This design comes from an exercise in tuning for small area, a short achievable clock period and few clock cycles per item on the open sky130 flow, not from production work. Where RTL was checked, it was by simulation tests only, not by an equivalence proof against the original. Power and IR drop assume default switching activity.

==> trial 98: inputs <==
==> flow/design.v (excerpt) <==
module single_prec_mult
  (
    input  wire        clk,
    input  wire        reset,
    input  wire        start,
    input  wire [31:0] a,
    input  wire [31:0] b,
    output wire [31:0] product,
    output reg         mult_done
  );
export LEC_CHECK = 0
export ABC_AREA = 1
export CAP_MARGIN = 20
export CORE_MARGIN = 2
export CORE_UTILIZATION = 70
export CTS_BUF_LIST = sky130_fd_sc_hd__clkbuf_4 sky130_fd_sc_hd__clkbuf_8
export PLACE_DENSITY = 0.8
export SETUP_SLACK_MARGIN = 0.1
export SLEW_MARGIN = 20
create_clock -name core_clock -period 5.0 [get_ports {clk}]
standard.sh (not shown) runs the stock make flow with config.mk's settings and CLKGATE_MAP_FILE= SYNTH_SCRIPT=/design/flow/synth_recipe.tcl, a recipe that flattens the netlist after the stock synthesis.
==> flow/flow/run.sh <==
#!/bin/bash
# Standard layout with two changes:
#  - the port buffers are buf_4 cells rather than the resizer's default pick
#    (a slow delay buffer);
#  - after the standard synthesis, polarity.py flips full adders (which are
#    self-dual) and swaps XOR/XNOR gates to remove inverters around them;
#    registers are untouched.
set -euo pipefail
export BUFFER_PORTS_ARGS="-buffer_cell sky130_fd_sc_hd__buf_4"
R="$PWD/orfs/results/$FLOW_PLATFORM/single_prec_mult/base"
bash standard.sh "$R/1_2_yosys.v" > synth.log 2>&1
python3 flow/polarity.py "$R/1_2_yosys.v" "$R/1_2_yosys.pol.v" > polarity.log 2>&1
cp "$R/1_2_yosys.v" "$R/1_2_yosys.std.v"
mv "$R/1_2_yosys.pol.v" "$R/1_2_yosys.v"
bash standard.sh > standard.log 2>&1
Other scripts of this flow, unchanged in this note and not shown: flow/flow/polarity.py
==> build 94 (differences from trial 98) <==
--- a/flow/design.v
+++ b/flow/design.v
@@ -975,13 +975,24 @@
 assign s55 = c42 ^ c44 ^ s51;
 assign c56 = (c42 & c44) | (s51 & (c42 ^ c44));
 assign s57 = s53 ^ c46 ^ s55;
 assign c58 = (s53 & c46) | (s55 & (s53 ^ c46));
 assign s59 = c48 ^ s57;
 assign c60 = c48 & s57;
-wire [12:0] lowsum = {1'b0, c50, c40, s37, c24, s21, s15, s9, s5, c2, pp1_0, pp0_1, neg0} + {1'b0, s59, s49, s39, s31, s23, s17, s11, s7, s3, s1, 1'b0, pp0_0};
+wire lc0 = (neg0 & pp0_0);
+wire lc1 = (pp0_1 & 1'b0) | ((pp0_1 | 1'b0) & lc0);
+wire lc2 = (pp1_0 & s1) | ((pp1_0 | s1) & lc1);
+wire lc3 = (c2 & s3) | ((c2 | s3) & lc2);
+wire lc4 = (s5 & s7) | ((s5 | s7) & lc3);
+wire lc5 = (s9 & s11) | ((s9 | s11) & lc4);
+wire lc6 = (s15 & s17) | ((s15 | s17) & lc5);
+wire lc7 = (s21 & s23) | ((s21 | s23) & lc6);
+wire lc8 = (c24 & s31) | ((c24 | s31) & lc7);
+wire lc9 = (s37 & s39) | ((s37 | s39) & lc8);
+wire lc10 = (c40 & s49) | ((c40 | s49) & lc9);
+wire lc11 = (c50 & s59) | ((c50 | s59) & lc10);
 assign s61 = neg6 ^ pp0_12 ^ pp1_10;
 assign c62 = (neg6 & pp0_12) | (pp1_10 & (neg6 ^ pp0_12));
 assign s63 = pp2_8 ^ pp3_6 ^ pp4_4;
 assign c64 = (pp2_8 & pp3_6) | (pp4_4 & (pp2_8 ^ pp3_6));
 assign s65 = pp5_2 ^ pp6_0 ^ c52;
 assign c66 = (pp5_2 & pp6_0) | (c52 & (pp5_2 ^ pp6_0));
@@ -1494,13 +1505,13 @@
 assign s573 = 1'b1 ^ x[22] ^ pp11_24;
 assign c574 = (1'b1 & x[22]) | (pp11_24 & (1'b1 ^ x[22]));
 assign s575 = c570 ^ s573;
 assign c576 = c570 & s573;
 assign s577 = 1'b1 ^ c574;
 assign c578 = 1'b1 & c574;
-assign cut = {c576, s577, c572, s575, s571, c568, c562, s567, s561, c556, c548, s555, s547, c540, c530, s539, s529, c520, c508, s519, s507, c496, c482, s495, s481, c468, s467, c452, c436, s451, c434, s435, c418, s417, c400, c382, s399, c380, s381, c362, s361, c342, c322, s341, c320, s321, c300, c278, s299, c276, s277, c256, s255, c236, s235, c216, s215, c198, c180, s197, c178, s179, s177, s161, c144, s143, c128, s127, c112, s111, c98, s97, c84, c72, s83, lowsum[12], s71};
+assign cut = {c576, s577, c572, s575, s571, c568, c562, s567, s561, c556, c548, s555, s547, c540, c530, s539, s529, c520, c508, s519, s507, c496, c482, s495, s481, c468, s467, c452, c436, s451, c434, s435, c418, s417, c400, c382, s399, c380, s381, c362, s361, c342, c322, s341, c320, s321, c300, c278, s299, c276, s277, c256, s255, c236, s235, c216, s215, c198, c180, s197, c178, s179, s177, s161, c144, s143, c128, s127, c112, s111, c98, s97, c84, c72, s83, lc11, s71};
 endmodule
 module mant_l2
   (
     input  wire [76:0] q,
     output wire [24:0] p
   );
==> flow/flow/run.sh (replaced) <==
#!/bin/bash
# Standard layout with two changes:
#  - the port buffers are buf_2 cells rather than the resizer's default pick
#    (a slow delay buffer);
#  - after the standard synthesis, polarity.py flips full adders (which are
#    self-dual) and swaps XOR/XNOR gates to remove inverters around them;
#    registers are untouched.
set -euo pipefail
export BUFFER_PORTS_ARGS="-buffer_cell sky130_fd_sc_hd__buf_2"
R="$PWD/orfs/results/$FLOW_PLATFORM/single_prec_mult/base"
bash standard.sh "$R/1_2_yosys.v" > synth.log 2>&1
python3 flow/polarity.py "$R/1_2_yosys.v" "$R/1_2_yosys.pol.v" > polarity.log 2>&1
cp "$R/1_2_yosys.v" "$R/1_2_yosys.std.v"
mv "$R/1_2_yosys.pol.v" "$R/1_2_yosys.v"
bash standard.sh > standard.log 2>&1
- CORE_UTILIZATION: 70 -> 66
- PLACE_DENSITY: 0.8 -> 0.74
==> summary of the runs <==
In register-to-register slack, build 94 and trial 98 hardly differ. Between trial 98 and build 94, the lower fmax is in trial 98 (gap about 1.3%, measured against build 94). Of build 94 and trial 98, trial 98 has the higher via count (gap 2.1%, measured against trial 98). Clock skew is the same in build 94 and trial 98. Between trial 98 and build 94, the lower first-iteration DRC count is in build 94 (gap 2.9%, measured against build 94). Cell area: trial 98 is higher than build 94 (about 1.8%). Build 94 passed the timing, DRC and antenna checks. Trial 98 finished with timing, DRC and antenna clean.
==> figures <==
|  | trial 98 | build 94 |
|---|---|---|
| Well tap count | 319 | 330 |
| Arrival time of data at the critical path endpoint | 3.69 ns | 3.62 ns |
| Global placer's final weighted congestion | 1.03 | 1.03 |
| DRC marker count from the first detailed-route iteration | 1,742 | 1,693 |
| Run status | no timing/DRC/antenna violations | no timing/DRC/antenna violations |
| Final std cells w/o fill | 2,149 | 2,158 |
| Die extent in y | 158 um | 163 um |
| Switching Fraction | 0.505 | 0.509 |
| Worst setup slack after layout | 0.315 ns | 0.375 ns |
| Maximum clock frequency | 213 MHz | 216 MHz |
| Number of fillers in the final layout | 1,646 | 1,886 |
| Overall power consumption | 0.0125 W | 0.0119 W |
| End point of the critical path | product[8] | product[6] |
| Min Clock Period, post-route | 4.69 ns | 4.62 ns |
Testbench counts of trial 98, summed over its fixed seeds: cycles 2,048, items 2,048.
Testbench counts of build 94, summed over its fixed seeds: cycles 2,048, items 2,048.

==> inputs of v7 <==
Another version of the RTL of single_prec_mult (not shown whole).
==> flow/config.mk <==
export PLATFORM = sky130hd
export DESIGN_NAME = single_prec_mult
export DESIGN_NICKNAME = single_prec_mult
export VERILOG_FILES = /design/flow/design.v
export SDC_FILE = /design/flow/constraint.sdc
export NUM_CORES = 4
export LEC_CHECK = 0
export ABC_AREA = 1
export CAP_MARGIN = 20
export CORE_MARGIN = 2
export CORE_UTILIZATION = 70
export PLACE_DENSITY = 0.8
export SETUP_SLACK_MARGIN = 0.1
export SLEW_MARGIN = 20
==> flow/constraint.sdc <==
create_clock -name core_clock -period 5.0 [get_ports {clk}]
set_input_delay 1.0000 -clock core_clock [delete_from_list [all_inputs] [get_ports {clk}]]
set_output_delay 1.0000 -clock core_clock [all_outputs]
set_load 0.01 [all_outputs]
==> flow/flow/run.sh <==
#!/bin/bash
# Standard layout with two changes:
#  - the port buffers are buf_2 cells rather than the resizer's default pick
#    (a slow delay buffer);
#  - after the standard synthesis, polarity.py flips full adders (which are
#    self-dual) to remove inverters between them; registers are untouched.
set -euo pipefail
export BUFFER_PORTS_ARGS="-buffer_cell sky130_fd_sc_hd__buf_2"
R="$PWD/orfs/results/$FLOW_PLATFORM/single_prec_mult/base"
bash standard.sh "$R/1_2_yosys.v" > synth.log 2>&1
python3 flow/polarity.py "$R/1_2_yosys.v" "$R/1_2_yosys.pol.v" > polarity.log 2>&1
cp "$R/1_2_yosys.v" "$R/1_2_yosys.std.v"
mv "$R/1_2_yosys.pol.v" "$R/1_2_yosys.v"
bash standard.sh > standard.log 2>&1
==> flow/flow/polarity.py <==
#!/usr/bin/env python3
"""Remove inverters around full adders in a mapped sky130 netlist.

A full adder is self-dual: FA(~a,~b,~c) = (~sum, ~cout).  So a full adder may be
replaced by the same cell fed with the complements of its inputs, its outputs then
carrying the complements.  This picks, by local search, which full adders to flip
so that fewest signals need an inverted copy, and rebuilds the inverters: one
inverter per signal whose inverted copy some load still needs.  Everything else
in the netlist (registers included) is kept as it is.

usage: polarity.py IN.v OUT.v
"""
import re, sys, collections

src = open(sys.argv[1]).read()
m = re.search(r'^(module .*?;\n)(.*)^endmodule', src, re.S | re.M)
head, body = m.group(1), m.group(2)
inst_re = re.compile(r'^\s*(sky130_fd_sc_hd__\w+)\s+(\S+)\s*\((.*?)\);\n', re.S | re.M)
decls = []
cells = []
pos = 0
for mm in inst_re.finditer(body):
    pre = body[pos:mm.start()]
    decls.append(pre)
    pins = [(p, n.strip()) for p, n in re.findall(r'\.(\w+)\(([^()]*)\)', mm.group(3))]
    cells.append([mm.group(1), mm.group(2), pins])
    pos = mm.end()
tail = body[pos:]
decl_txt = ''.join(decls)
assert 'assign' not in decl_txt and 'assign' not in tail, 'assign statements not handled'

OUTPINS = {'X', 'Y', 'Q', 'Q_N', 'SUM', 'COUT', 'HI', 'LO'}
def is_inv(t):
    return re.match(r'sky130_fd_sc_hd__(clk)?inv_\d+$', t) is not None
def is_fa(t):
    return re.match(r'sky130_fd_sc_hd__fa_\d+$', t) is not None

ports_out = set()
for mm in re.finditer(r'^\s*output\s+(\[(\d+):(\d+)\]\s+)?(\S+);', head + decl_txt, re.M):
    name = mm.group(4)
    if mm.group(1):
        hi, lo = int(mm.group(2)), int(mm.group(3))
        for i in range(min(hi, lo), max(hi, lo) + 1):
            ports_out.add('%s[%d]' % (name, i))
    else:
        ports_out.add(name)

driver = {}
for ci, (t, n, pins) in enumerate(cells):
    for p, net in pins:
        if p in OUTPINS:
            driver[net] = (ci, p)
invs = set(ci for ci, c in enumerate(cells) if is_inv(c[0]))
fas = [ci for ci, c in enumerate(cells) if is_fa(c[0])]

def base_of(net):
    par = 0
    seen = 0
    while net in driver and driver[net][0] in invs:
        ci = driver[net][0]
        net = dict(cells[ci][2])['A']
        par ^= 1
        seen += 1
        assert seen < 100
    return net, par

# loads: every input pin of a non-inverter cell, plus output ports driven through inverters
loads = []   # (cell index or None, pin, base, parity)
for ci, (t, n, pins) in enumerate(cells):
    if ci in invs:
        continue
    for pi, (p, net) in enumerate(pins):
        if p in OUTPINS:
            continue
        if net.startswith("1'") or net == '':
            continue
        b, par = base_of(net)
        loads.append((ci, pi, b, par))
# output ports driven by inverters need a load entry too
port_loads = []
for net in ports_out:
    if net in driver and driver[net][0] in invs:
        b, par = base_of(net)
        port_loads.append((net, b, par))

fixed = set()
for ci in fas:
    for p, net in cells[ci][2]:
        if p in ('SUM', 'COUT') and net in ports_out:
            fixed.add(ci)
fa_set = set(fas)
flip = collections.defaultdict(int)

by_base = collections.defaultdict(list)
for L in loads:
    by_base[L[2]].append(L)
for net, b, par in port_loads:
    by_base[b].append((None, net, b, par))
cell_bases = collections.defaultdict(set)   # bases touching an FA (as load or driver)
for b, Ls in by_base.items():
    for L in Ls:
        if L[0] is not None and L[0] in fa_set:
            cell_bases[L[0]].add(b)
    if b in driver and driver[b][0] in fa_set:
        cell_bases[driver[b][0]].add(b)

def need_inv(b):
    d = flip[driver[b][0]] if b in driver and driver[b][0] in fa_set else 0
    for ci, pi, bb, par in by_base[b]:
        f = flip[ci] if ci is not None and ci in fa_set else 0
        if par ^ f ^ d:
            return 1
    return 0

def cost_around(ci):
    return sum(need_inv(b) for b in cell_bases[ci])

before = sum(need_inv(b) for b in by_base)
changed = True
passes = 0
while changed and passes < 50:
    changed = False
    passes += 1
    for ci in fas:
        if ci in fixed:
            continue
        c0 = cost_around(ci)
        flip[ci] ^= 1
        c1 = cost_around(ci)
        if c1 < c0:
            changed = True
        else:
            flip[ci] ^= 1
# simulated annealing from the greedy result (deterministic seed)
import random, math
rng = random.Random(1)
cur = sum(need_inv(b) for b in by_base)
best = cur; best_flip = dict(flip)
free = [c for c in fas if c not in fixed]
T = 2.0
for it in range(200000):
    ci = free[rng.randrange(len(free))]
    c0 = cost_around(ci)
    flip[ci] ^= 1
    c1 = cost_around(ci)
    dlt = c1 - c0
    if dlt <= 0 or rng.random() < math.exp(-dlt / T):
        cur += dlt
        if cur < best:
            best = cur; best_flip = dict(flip)
    else:
        flip[ci] ^= 1
    T = max(0.05, 2.0 * (1 - it / 150000.0))
flip = collections.defaultdict(int, best_flip)
after = sum(need_inv(b) for b in by_base)

# rebuild
newcells = []
inv_net = {}
extra_wires = []
cnt = [0]
def inverted(b):
    if b not in inv_net:
        cnt[0] += 1
        nn = '_pol_n%d_' % cnt[0]
        extra_wires.append(nn)
        inv_net[b] = nn
        newcells.append(['sky130_fd_sc_hd__inv_1', '_pol_i%d_' % cnt[0], [('A', b), ('Y', nn)]])
    return inv_net[b]
load_map = {}
for b, Ls in by_base.items():
    d = flip[driver[b][0]] if b in driver and driver[b][0] in fa_set else 0
    for ci, pi, bb, par in Ls:
        f = flip[ci] if ci is not None and ci in fa_set else 0
        want_inv = par ^ f ^ d
        load_map[(ci, pi)] = inverted(b) if want_inv else b
out_cells = []
port_assign = []
for ci, (t, n, pins) in enumerate(cells):
    if ci in invs:
        continue
    newpins = []
    for pi, (p, net) in enumerate(pins):
        if (ci, pi) in load_map:
            net = load_map[(ci, pi)]
        newpins.append((p, net))
    out_cells.append([t, n, newpins])
# output ports that were driven by inverters: drive them with a buffer-free inverter or direct
for (ci, net), nn in ((k, v) for k, v in load_map.items() if k[0] is None):
    pass
for net, b, par in port_loads:
    d = flip[driver[b][0]] if b in driver and driver[b][0] in fa_set else 0
    if par ^ d:
        cnt[0] += 1
        out_cells.append(['sky130_fd_sc_hd__inv_1', '_pol_o%d_' % cnt[0], [('A', b), ('Y', net)]])
    else:
        cnt[0] += 1
        out_cells.append(['sky130_fd_sc_hd__buf_1', '_pol_o%d_' % cnt[0], [('A', b), ('X', net)]])
out_cells.extend(newcells)

# drop declarations of nets no longer used? keep them (dangling wires are harmless)
o = [head, decl_txt]
for w in extra_wires:
    o.append('  wire %s;\n' % w)
for t, n, pins in out_cells:
    o.append('  %s %s (\n%s\n  );\n' % (t, n, ',\n'.join('    .%s(%s%s)' % (p, net, ' ' if net.startswith('\\') else '') for p, net in pins)))
o.append(tail)
o.append('endmodule\n')
open(sys.argv[2], 'w').write(''.join(o) + src[m.end():])
sys.stderr.write('polarity: %d FAs, %d flipped, inverters %d -> %d (old inverter cells %d), %d passes\n'
                 % (len(fas), sum(flip[c] for c in fas), before, after, len(invs), passes))
==> v32: changes against v7 <==
--- a/flow/design.v
+++ b/flow/design.v
@@ -965,13 +965,24 @@
 assign s55 = c42 ^ c44 ^ s51;
 assign c56 = (c42 & c44) | (s51 & (c42 ^ c44));
 assign s57 = s53 ^ c46 ^ s55;
 assign c58 = (s53 & c46) | (s55 & (s53 ^ c46));
 assign s59 = c48 ^ s57;
 assign c60 = c48 & s57;
-wire [12:0] lowsum = {1'b0, c50, c40, s37, c24, s21, s15, s9, s5, c2, pp1_0, pp0_1, neg0} + {1'b0, s59, s49, s39, s31, s23, s17, s11, s7, s3, s1, 1'b0, pp0_0};
+wire lc0 = (neg0 & pp0_0);
+wire lc1 = (pp0_1 & 1'b0) | ((pp0_1 | 1'b0) & lc0);
+wire lc2 = (pp1_0 & s1) | ((pp1_0 | s1) & lc1);
+wire lc3 = (c2 & s3) | ((c2 | s3) & lc2);
+wire lc4 = (s5 & s7) | ((s5 | s7) & lc3);
+wire lc5 = (s9 & s11) | ((s9 | s11) & lc4);
+wire lc6 = (s15 & s17) | ((s15 | s17) & lc5);
+wire lc7 = (s21 & s23) | ((s21 | s23) & lc6);
+wire lc8 = (c24 & s31) | ((c24 | s31) & lc7);
+wire lc9 = (s37 & s39) | ((s37 | s39) & lc8);
+wire lc10 = (c40 & s49) | ((c40 | s49) & lc9);
+wire lc11 = (c50 & s59) | ((c50 | s59) & lc10);
 assign s61 = neg6 ^ pp0_12 ^ pp1_10;
 assign c62 = (neg6 & pp0_12) | (pp1_10 & (neg6 ^ pp0_12));
 assign s63 = pp2_8 ^ pp3_6 ^ pp4_4;
 assign c64 = (pp2_8 & pp3_6) | (pp4_4 & (pp2_8 ^ pp3_6));
 assign s65 = pp5_2 ^ pp6_0 ^ c52;
 assign c66 = (pp5_2 & pp6_0) | (c52 & (pp5_2 ^ pp6_0));
@@ -1474,13 +1485,13 @@
 assign s563 = 1'b1 ^ x[22] ^ pp11_24;
 assign c564 = (1'b1 & x[22]) | (pp11_24 & (1'b1 ^ x[22]));
 assign s565 = c560 ^ s563;
 assign c566 = c560 & s563;
 assign s567 = 1'b1 ^ c564;
 assign c568 = 1'b1 & c564;
-assign cut = {c566, s567, c562, s565, s561, c558, c552, s557, s551, c546, c538, s545, s537, c530, c520, s529, s519, c510, c498, s509, s497, c486, c472, s485, s471, c458, s457, c442, s441, c426, s425, c410, c394, s409, c392, s393, c376, c358, s375, c356, s357, c338, c318, s337, c316, s317, c296, s295, c274, c254, s273, c252, s253, c234, s233, c214, s213, c196, s195, c178, s177, c162, c160, s161, c144, s143, c128, s127, c112, s111, c98, s97, c84, c72, s83, lowsum[12], s71};
+assign cut = {c566, s567, c562, s565, s561, c558, c552, s557, s551, c546, c538, s545, s537, c530, c520, s529, s519, c510, c498, s509, s497, c486, c472, s485, s471, c458, s457, c442, s441, c426, s425, c410, c394, s409, c392, s393, c376, c358, s375, c356, s357, c338, c318, s337, c316, s317, c296, s295, c274, c254, s273, c252, s253, c234, s233, c214, s213, c196, s195, c178, s177, c162, c160, s161, c144, s143, c128, s127, c112, s111, c98, s97, c84, c72, s83, lc11, s71};
 endmodule
 module mant_l2
   (
     input  wire [76:0] q,
     output wire [24:0] p
   );
==> flow/flow/run.sh (replaced) <==
#!/bin/bash
# Standard layout with two changes:
#  - the port buffers are buf_2 cells rather than the resizer's default pick
#    (a slow delay buffer);
#  - after the standard synthesis, polarity.py flips full adders (which are
#    self-dual) and swaps XOR/XNOR gates to remove inverters around them;
#    registers are untouched.
set -euo pipefail
export BUFFER_PORTS_ARGS="-buffer_cell sky130_fd_sc_hd__buf_2"
R="$PWD/orfs/results/$FLOW_PLATFORM/single_prec_mult/base"
bash standard.sh "$R/1_2_yosys.v" > synth.log 2>&1
python3 flow/polarity.py "$R/1_2_yosys.v" "$R/1_2_yosys.pol.v" > polarity.log 2>&1
cp "$R/1_2_yosys.v" "$R/1_2_yosys.std.v"
mv "$R/1_2_yosys.pol.v" "$R/1_2_yosys.v"
bash standard.sh > standard.log 2>&1
--- a/flow/flow/polarity.py
+++ b/flow/flow/polarity.py
@@ -1,13 +1,14 @@
 #!/usr/bin/env python3
-"""Remove inverters around full adders in a mapped sky130 netlist.
+"""Remove inverters around full adders and XOR gates in a mapped sky130 netlist.
 
 A full adder is self-dual: FA(~a,~b,~c) = (~sum, ~cout).  So a full adder may be
 replaced by the same cell fed with the complements of its inputs, its outputs then
-carrying the complements.  This picks, by local search, which full adders to flip
-so that fewest signals need an inverted copy, and rebuilds the inverters: one
+carrying the complements.  A 2-input XOR absorbs an inversion of any input or of
+its output by becoming an XNOR (and the other way round).  This picks, by local
+search, which full adders to flip so that fewest signals need an inverted copy, and rebuilds the inverters: one
 inverter per signal whose inverted copy some load still needs.  Everything else
 in the netlist (registers included) is kept as it is.
 
 usage: polarity.py IN.v OUT.v
 """
 import re, sys, collections
@@ -29,12 +30,16 @@
 decl_txt = ''.join(decls)
 assert 'assign' not in decl_txt and 'assign' not in tail, 'assign statements not handled'
 
 OUTPINS = {'X', 'Y', 'Q', 'Q_N', 'SUM', 'COUT', 'HI', 'LO'}
 def is_inv(t):
     return re.match(r'sky130_fd_sc_hd__(clk)?inv_\d+$', t) is not None
+def is_xor(t):
+    return re.match(r'sky130_fd_sc_hd__x(n)?or2_\d+$', t) is not None
+def xor_swap(t):
+    return t.replace('__xor2_', '__XNOR2_').replace('__xnor2_', '__xor2_').replace('__XNOR2_', '__xnor2_')
 def is_fa(t):
     return re.match(r'sky130_fd_sc_hd__fa_\d+$', t) is not None
 
 ports_out = set()
 for mm in re.finditer(r'^\s*output\s+(\[(\d+):(\d+)\]\s+)?(\S+);', head + decl_txt, re.M):
     name = mm.group(4)
@@ -49,12 +54,13 @@
 for ci, (t, n, pins) in enumerate(cells):
     for p, net in pins:
         if p in OUTPINS:
             driver[net] = (ci, p)
 invs = set(ci for ci, c in enumerate(cells) if is_inv(c[0]))
 fas = [ci for ci, c in enumerate(cells) if is_fa(c[0])]
+xors = set(ci for ci, c in enumerate(cells) if is_xor(c[0]))
 
 def base_of(net):
     par = 0
     seen = 0
     while net in driver and driver[net][0] in invs:
         ci = driver[net][0]
@@ -98,22 +104,42 @@
     by_base[b].append((None, net, b, par))
 cell_bases = collections.defaultdict(set)   # bases touching an FA (as load or driver)
 for b, Ls in by_base.items():
     for L in Ls:
         if L[0] is not None and L[0] in fa_set:
             cell_bases[L[0]].add(b)
+            # an FA output feeding an xor: the xor's output base is unaffected
     if b in driver and driver[b][0] in fa_set:
         cell_bases[driver[b][0]].add(b)
 
+def wants(b):
+    w = set()
+    for ci, pi, bb, par in by_base[b]:
+        if ci is not None and ci in xors:
+            continue
+        f = flip[ci] if ci is not None and ci in fa_set else 0
+        w.add(par ^ f)
+    return w
+
+def out_pol(b):
+    # polarity of the physical net b relative to its original value
+    if b in driver:
+        dc = driver[b][0]
+        if dc in fa_set:
+            return flip[dc]
+        if dc in xors:
+            w = wants(b)
+            return min(w) if len(w) == 1 else 0
+    return 0
+
 def need_inv(b):
-    d = flip[driver[b][0]] if b in driver and driver[b][0] in fa_set else 0
-    for ci, pi, bb, par in by_base[b]:
-        f = flip[ci] if ci is not None and ci in fa_set else 0
-        if par ^ f ^ d:
-            return 1
-    return 0
+    w = wants(b)
+    if b in driver and driver[b][0] in xors:
+        return 1 if len(w) > 1 else 0
+    d = out_pol(b)
+    return 1 if any(x != d for x in w) else 0
 
 def cost_around(ci):
     return sum(need_inv(b) for b in cell_bases[ci])
 
 before = sum(need_inv(b) for b in by_base)
 changed = True
@@ -165,18 +191,29 @@
         nn = '_pol_n%d_' % cnt[0]
         extra_wires.append(nn)
         inv_net[b] = nn
         newcells.append(['sky130_fd_sc_hd__inv_1', '_pol_i%d_' % cnt[0], [('A', b), ('Y', nn)]])
     return inv_net[b]
 load_map = {}
+xor_fix = collections.defaultdict(int)   # parity of input corrections per xor cell
 for b, Ls in by_base.items():
-    d = flip[driver[b][0]] if b in driver and driver[b][0] in fa_set else 0
+    d = out_pol(b)
     for ci, pi, bb, par in Ls:
+        if ci is not None and ci in xors:
+            load_map[(ci, pi)] = b
+            xor_fix[ci] ^= par ^ d
+            continue
         f = flip[ci] if ci is not None and ci in fa_set else 0
         want_inv = par ^ f ^ d
         load_map[(ci, pi)] = inverted(b) if want_inv else b
+for ci in xors:
+    onet = [net for p, net in cells[ci][2] if p in OUTPINS][0]
+    if xor_fix[ci] ^ out_pol(onet):
+        cells[ci][0] = xor_swap(cells[ci][0])
+        newout = 'Y' if '__xnor2_' in cells[ci][0] else 'X'
+        cells[ci][2] = [((newout if p in ('X', 'Y') else p), net) for p, net in cells[ci][2]]
 out_cells = []
 port_assign = []
 for ci, (t, n, pins) in enumerate(cells):
     if ci in invs:
         continue
     newpins = []
@@ -186,13 +223,13 @@
         newpins.append((p, net))
     out_cells.append([t, n, newpins])
 # output ports that were driven by inverters: drive them with a buffer-free inverter or direct
 for (ci, net), nn in ((k, v) for k, v in load_map.items() if k[0] is None):
     pass
 for net, b, par in port_loads:
-    d = flip[driver[b][0]] if b in driver and driver[b][0] in fa_set else 0
+    d = out_pol(b)
     if par ^ d:
         cnt[0] += 1
         out_cells.append(['sky130_fd_sc_hd__inv_1', '_pol_o%d_' % cnt[0], [('A', b), ('Y', net)]])
     else:
         cnt[0] += 1
         out_cells.append(['sky130_fd_sc_hd__buf_1', '_pol_o%d_' % cnt[0], [('A', b), ('X', net)]])
CTS_BUF_LIST = sky130_fd_sc_hd__clkbuf_4 sky130_fd_sc_hd__clkbuf_8   (was not set)
SETUP_SLACK_MARGIN = 0.2   (was 0.1)
==> v22: changes against v7 <==
--- a/flow/design.v
+++ b/flow/design.v
@@ -965,13 +965,24 @@
 assign s55 = c42 ^ c44 ^ s51;
 assign c56 = (c42 & c44) | (s51 & (c42 ^ c44));
 assign s57 = s53 ^ c46 ^ s55;
 assign c58 = (s53 & c46) | (s55 & (s53 ^ c46));
 assign s59 = c48 ^ s57;
 assign c60 = c48 & s57;
-wire [12:0] lowsum = {1'b0, c50, c40, s37, c24, s21, s15, s9, s5, c2, pp1_0, pp0_1, neg0} + {1'b0, s59, s49, s39, s31, s23, s17, s11, s7, s3, s1, 1'b0, pp0_0};
+wire lc0 = (neg0 & pp0_0);
+wire lc1 = (pp0_1 & 1'b0) | ((pp0_1 | 1'b0) & lc0);
+wire lc2 = (pp1_0 & s1) | ((pp1_0 | s1) & lc1);
+wire lc3 = (c2 & s3) | ((c2 | s3) & lc2);
+wire lc4 = (s5 & s7) | ((s5 | s7) & lc3);
+wire lc5 = (s9 & s11) | ((s9 | s11) & lc4);
+wire lc6 = (s15 & s17) | ((s15 | s17) & lc5);
+wire lc7 = (s21 & s23) | ((s21 | s23) & lc6);
+wire lc8 = (c24 & s31) | ((c24 | s31) & lc7);
+wire lc9 = (s37 & s39) | ((s37 | s39) & lc8);
+wire lc10 = (c40 & s49) | ((c40 | s49) & lc9);
+wire lc11 = (c50 & s59) | ((c50 | s59) & lc10);
 assign s61 = neg6 ^ pp0_12 ^ pp1_10;
 assign c62 = (neg6 & pp0_12) | (pp1_10 & (neg6 ^ pp0_12));
 assign s63 = pp2_8 ^ pp3_6 ^ pp4_4;
 assign c64 = (pp2_8 & pp3_6) | (pp4_4 & (pp2_8 ^ pp3_6));
 assign s65 = pp5_2 ^ pp6_0 ^ c52;
 assign c66 = (pp5_2 & pp6_0) | (c52 & (pp5_2 ^ pp6_0));
@@ -1474,13 +1485,13 @@
 assign s563 = 1'b1 ^ x[22] ^ pp11_24;
 assign c564 = (1'b1 & x[22]) | (pp11_24 & (1'b1 ^ x[22]));
 assign s565 = c560 ^ s563;
 assign c566 = c560 & s563;
 assign s567 = 1'b1 ^ c564;
 assign c568 = 1'b1 & c564;
-assign cut = {c566, s567, c562, s565, s561, c558, c552, s557, s551, c546, c538, s545, s537, c530, c520, s529, s519, c510, c498, s509, s497, c486, c472, s485, s471, c458, s457, c442, s441, c426, s425, c410, c394, s409, c392, s393, c376, c358, s375, c356, s357, c338, c318, s337, c316, s317, c296, s295, c274, c254, s273, c252, s253, c234, s233, c214, s213, c196, s195, c178, s177, c162, c160, s161, c144, s143, c128, s127, c112, s111, c98, s97, c84, c72, s83, lowsum[12], s71};
+assign cut = {c566, s567, c562, s565, s561, c558, c552, s557, s551, c546, c538, s545, s537, c530, c520, s529, s519, c510, c498, s509, s497, c486, c472, s485, s471, c458, s457, c442, s441, c426, s425, c410, c394, s409, c392, s393, c376, c358, s375, c356, s357, c338, c318, s337, c316, s317, c296, s295, c274, c254, s273, c252, s253, c234, s233, c214, s213, c196, s195, c178, s177, c162, c160, s161, c144, s143, c128, s127, c112, s111, c98, s97, c84, c72, s83, lc11, s71};
 endmodule
 module mant_l2
   (
     input  wire [76:0] q,
     output wire [24:0] p
   );
==> flow/flow/run.sh (replaced) <==
#!/bin/bash
# Standard layout with two changes:
#  - the port buffers are buf_2 cells rather than the resizer's default pick
#    (a slow delay buffer);
#  - after the standard synthesis, polarity.py flips full adders (which are
#    self-dual) and swaps XOR/XNOR gates to remove inverters around them;
#    registers are untouched.
set -euo pipefail
export BUFFER_PORTS_ARGS="-buffer_cell sky130_fd_sc_hd__buf_2"
R="$PWD/orfs/results/$FLOW_PLATFORM/single_prec_mult/base"
bash standard.sh "$R/1_2_yosys.v" > synth.log 2>&1
python3 flow/polarity.py "$R/1_2_yosys.v" "$R/1_2_yosys.pol.v" > polarity.log 2>&1
cp "$R/1_2_yosys.v" "$R/1_2_yosys.std.v"
mv "$R/1_2_yosys.pol.v" "$R/1_2_yosys.v"
bash standard.sh > standard.log 2>&1
--- a/flow/flow/polarity.py
+++ b/flow/flow/polarity.py
@@ -1,13 +1,14 @@
 #!/usr/bin/env python3
-"""Remove inverters around full adders in a mapped sky130 netlist.
+"""Remove inverters around full adders and XOR gates in a mapped sky130 netlist.
 
 A full adder is self-dual: FA(~a,~b,~c) = (~sum, ~cout).  So a full adder may be
 replaced by the same cell fed with the complements of its inputs, its outputs then
-carrying the complements.  This picks, by local search, which full adders to flip
-so that fewest signals need an inverted copy, and rebuilds the inverters: one
+carrying the complements.  A 2-input XOR absorbs an inversion of any input or of
+its output by becoming an XNOR (and the other way round).  This picks, by local
+search, which full adders to flip so that fewest signals need an inverted copy, and rebuilds the inverters: one
 inverter per signal whose inverted copy some load still needs.  Everything else
 in the netlist (registers included) is kept as it is.
 
 usage: polarity.py IN.v OUT.v
 """
 import re, sys, collections
@@ -29,12 +30,16 @@
 decl_txt = ''.join(decls)
 assert 'assign' not in decl_txt and 'assign' not in tail, 'assign statements not handled'
 
 OUTPINS = {'X', 'Y', 'Q', 'Q_N', 'SUM', 'COUT', 'HI', 'LO'}
 def is_inv(t):
     return re.match(r'sky130_fd_sc_hd__(clk)?inv_\d+$', t) is not None
+def is_xor(t):
+    return re.match(r'sky130_fd_sc_hd__x(n)?or2_\d+$', t) is not None
+def xor_swap(t):
+    return t.replace('__xor2_', '__XNOR2_').replace('__xnor2_', '__xor2_').replace('__XNOR2_', '__xnor2_')
 def is_fa(t):
     return re.match(r'sky130_fd_sc_hd__fa_\d+$', t) is not None
 
 ports_out = set()
 for mm in re.finditer(r'^\s*output\s+(\[(\d+):(\d+)\]\s+)?(\S+);', head + decl_txt, re.M):
     name = mm.group(4)
@@ -49,12 +54,13 @@
 for ci, (t, n, pins) in enumerate(cells):
     for p, net in pins:
         if p in OUTPINS:
             driver[net] = (ci, p)
 invs = set(ci for ci, c in enumerate(cells) if is_inv(c[0]))
 fas = [ci for ci, c in enumerate(cells) if is_fa(c[0])]
+xors = set(ci for ci, c in enumerate(cells) if is_xor(c[0]))
 
 def base_of(net):
     par = 0
     seen = 0
     while net in driver and driver[net][0] in invs:
         ci = driver[net][0]
@@ -98,22 +104,42 @@
     by_base[b].append((None, net, b, par))
 cell_bases = collections.defaultdict(set)   # bases touching an FA (as load or driver)
 for b, Ls in by_base.items():
     for L in Ls:
         if L[0] is not None and L[0] in fa_set:
             cell_bases[L[0]].add(b)
+            # an FA output feeding an xor: the xor's output base is unaffected
     if b in driver and driver[b][0] in fa_set:
         cell_bases[driver[b][0]].add(b)
 
+def wants(b):
+    w = set()
+    for ci, pi, bb, par in by_base[b]:
+        if ci is not None and ci in xors:
+            continue
+        f = flip[ci] if ci is not None and ci in fa_set else 0
+        w.add(par ^ f)
+    return w
+
+def out_pol(b):
+    # polarity of the physical net b relative to its original value
+    if b in driver:
+        dc = driver[b][0]
+        if dc in fa_set:
+            return flip[dc]
+        if dc in xors:
+            w = wants(b)
+            return min(w) if len(w) == 1 else 0
+    return 0
+
 def need_inv(b):
-    d = flip[driver[b][0]] if b in driver and driver[b][0] in fa_set else 0
-    for ci, pi, bb, par in by_base[b]:
-        f = flip[ci] if ci is not None and ci in fa_set else 0
-        if par ^ f ^ d:
-            return 1
-    return 0
+    w = wants(b)
+    if b in driver and driver[b][0] in xors:
+        return 1 if len(w) > 1 else 0
+    d = out_pol(b)
+    return 1 if any(x != d for x in w) else 0
 
 def cost_around(ci):
     return sum(need_inv(b) for b in cell_bases[ci])
 
 before = sum(need_inv(b) for b in by_base)
 changed = True
@@ -165,18 +191,29 @@
         nn = '_pol_n%d_' % cnt[0]
         extra_wires.append(nn)
         inv_net[b] = nn
         newcells.append(['sky130_fd_sc_hd__inv_1', '_pol_i%d_' % cnt[0], [('A', b), ('Y', nn)]])
     return inv_net[b]
 load_map = {}
+xor_fix = collections.defaultdict(int)   # parity of input corrections per xor cell
 for b, Ls in by_base.items():
-    d = flip[driver[b][0]] if b in driver and driver[b][0] in fa_set else 0
+    d = out_pol(b)
     for ci, pi, bb, par in Ls:
+        if ci is not None and ci in xors:
+            load_map[(ci, pi)] = b
+            xor_fix[ci] ^= par ^ d
+            continue
         f = flip[ci] if ci is not None and ci in fa_set else 0
         want_inv = par ^ f ^ d
         load_map[(ci, pi)] = inverted(b) if want_inv else b
+for ci in xors:
+    onet = [net for p, net in cells[ci][2] if p in OUTPINS][0]
+    if xor_fix[ci] ^ out_pol(onet):
+        cells[ci][0] = xor_swap(cells[ci][0])
+        newout = 'Y' if '__xnor2_' in cells[ci][0] else 'X'
+        cells[ci][2] = [((newout if p in ('X', 'Y') else p), net) for p, net in cells[ci][2]]
 out_cells = []
 port_assign = []
 for ci, (t, n, pins) in enumerate(cells):
     if ci in invs:
         continue
     newpins = []
@@ -186,13 +223,13 @@
         newpins.append((p, net))
     out_cells.append([t, n, newpins])
 # output ports that were driven by inverters: drive them with a buffer-free inverter or direct
 for (ci, net), nn in ((k, v) for k, v in load_map.items() if k[0] is None):
     pass
 for net, b, par in port_loads:
-    d = flip[driver[b][0]] if b in driver and driver[b][0] in fa_set else 0
+    d = out_pol(b)
     if par ^ d:
         cnt[0] += 1
         out_cells.append(['sky130_fd_sc_hd__inv_1', '_pol_o%d_' % cnt[0], [('A', b), ('Y', net)]])
     else:
         cnt[0] += 1
         out_cells.append(['sky130_fd_sc_hd__buf_1', '_pol_o%d_' % cnt[0], [('A', b), ('X', net)]])
CTS_BUF_LIST = sky130_fd_sc_hd__clkbuf_4 sky130_fd_sc_hd__clkbuf_8   (was not set)
SETUP_SLACK_MARGIN = 0.4   (was 0.1)
==> results.yml <==
routing:
  detailedRoute.firstPassIterationCount: 10
sta:
  period_share_pct: 92.2
floorplanning:
  die_w_um: 157
run_status:
  status: "no timing/DRC/antenna violations"
worst_setup_path:
  worstPathMaxFanout: 14
(the above is from v32)
==> results.yml <==
sta:
  fin_ws_ns: 0.482
run_status:
  status: "no timing/DRC/antenna violations"
floorplanning:
  die_w_um: 157
layout:
  seq_area_sq_um: 2640
worst_setup_path:
  worstPathMaxFanout: 7
routing:
  detailedRoute.firstPassIterationCount: 6
power_and_ir_drop:
  seq_power_mw: 1.83
global_route:
  grt_pass1_vias: 14200
(the above is from v22)
==> results.yml <==
clock_tree:
  clock_latency_ns: 0.36
power_and_ir_drop:
  p_clk_share_pct: 5.4
worst_setup_path:
  crit_chain: "buf_2 > nor2_1 > o21ai_1 > buf_4 > o22ai_1 > xor2_1 > fa_1 > inv_1 > fa_1 > fa_1 > fa_1 > fa_1 > inv_1"
  worstPathMaxFanout: 15
floorplanning:
  die_w_um: 160
sta:
  period_share_pct: 92.6
routing:
  detailedRoute.firstPassIterationCount: 6
run_status:
  status: "no timing/DRC/antenna violations"
(the above is from v7)
Testbench counts of v32, summed over its fixed seeds: cycles 2,048, items 2,048.
Testbench counts of v22, summed over its fixed seeds: cycles 2,048, items 2,048.
No functional check of the RTL was part of v7.

-- what the ideal ports hide --
How much do the figures lean on ideal ports? The routed layouts below were timed once more, with nothing changed but the port constraints.
Step 1 sets driving cells, clkbuf_16 on the clock port and buf_2 on the other inputs (assumed; they add their load-dependent delay and slew).
Step 2, shift: input delay + t, output delay - t, t = (earliest + latest rising clock arrival at the registers) / 2. This alone moves slack from input paths to output paths.
Three values: ideal, step 1, step 2; two values: the first two.
run | shift t [ns] | setup WS [ns] | worst setup path at the end | latest minus earliest clock arrival (ns) | worst data-port slew with drivers (ns)
trial 98 | 0.440 | 0.315 / 0.274 / 0.093 | input to register | 0.021 / 0.021 | 0.06
build 94 | 0.429 | 0.375 / 0.332 / 0.022 | input to register | 0.018 / 0.017 | 0.05
v7 | 0.408 | 0.372 / 0.329 / -0.006 | input to register | 0.012 / 0.012 | 0.12
v32 | 0.434 | 0.390 / 0.413 / -0.021 | input to register | 0.019 / 0.018 | 0.07
v22 | 0.424 | 0.482 / 0.499 / 0.074 | input to register | 0.027 / 0.027 | 0.07
Met with ideal ports but missed after step 2: setup timing in v7 and v32. The setup slack of v32, which loses most, moves by +0.023 ns with the drivers and by -0.411 ns with both steps.
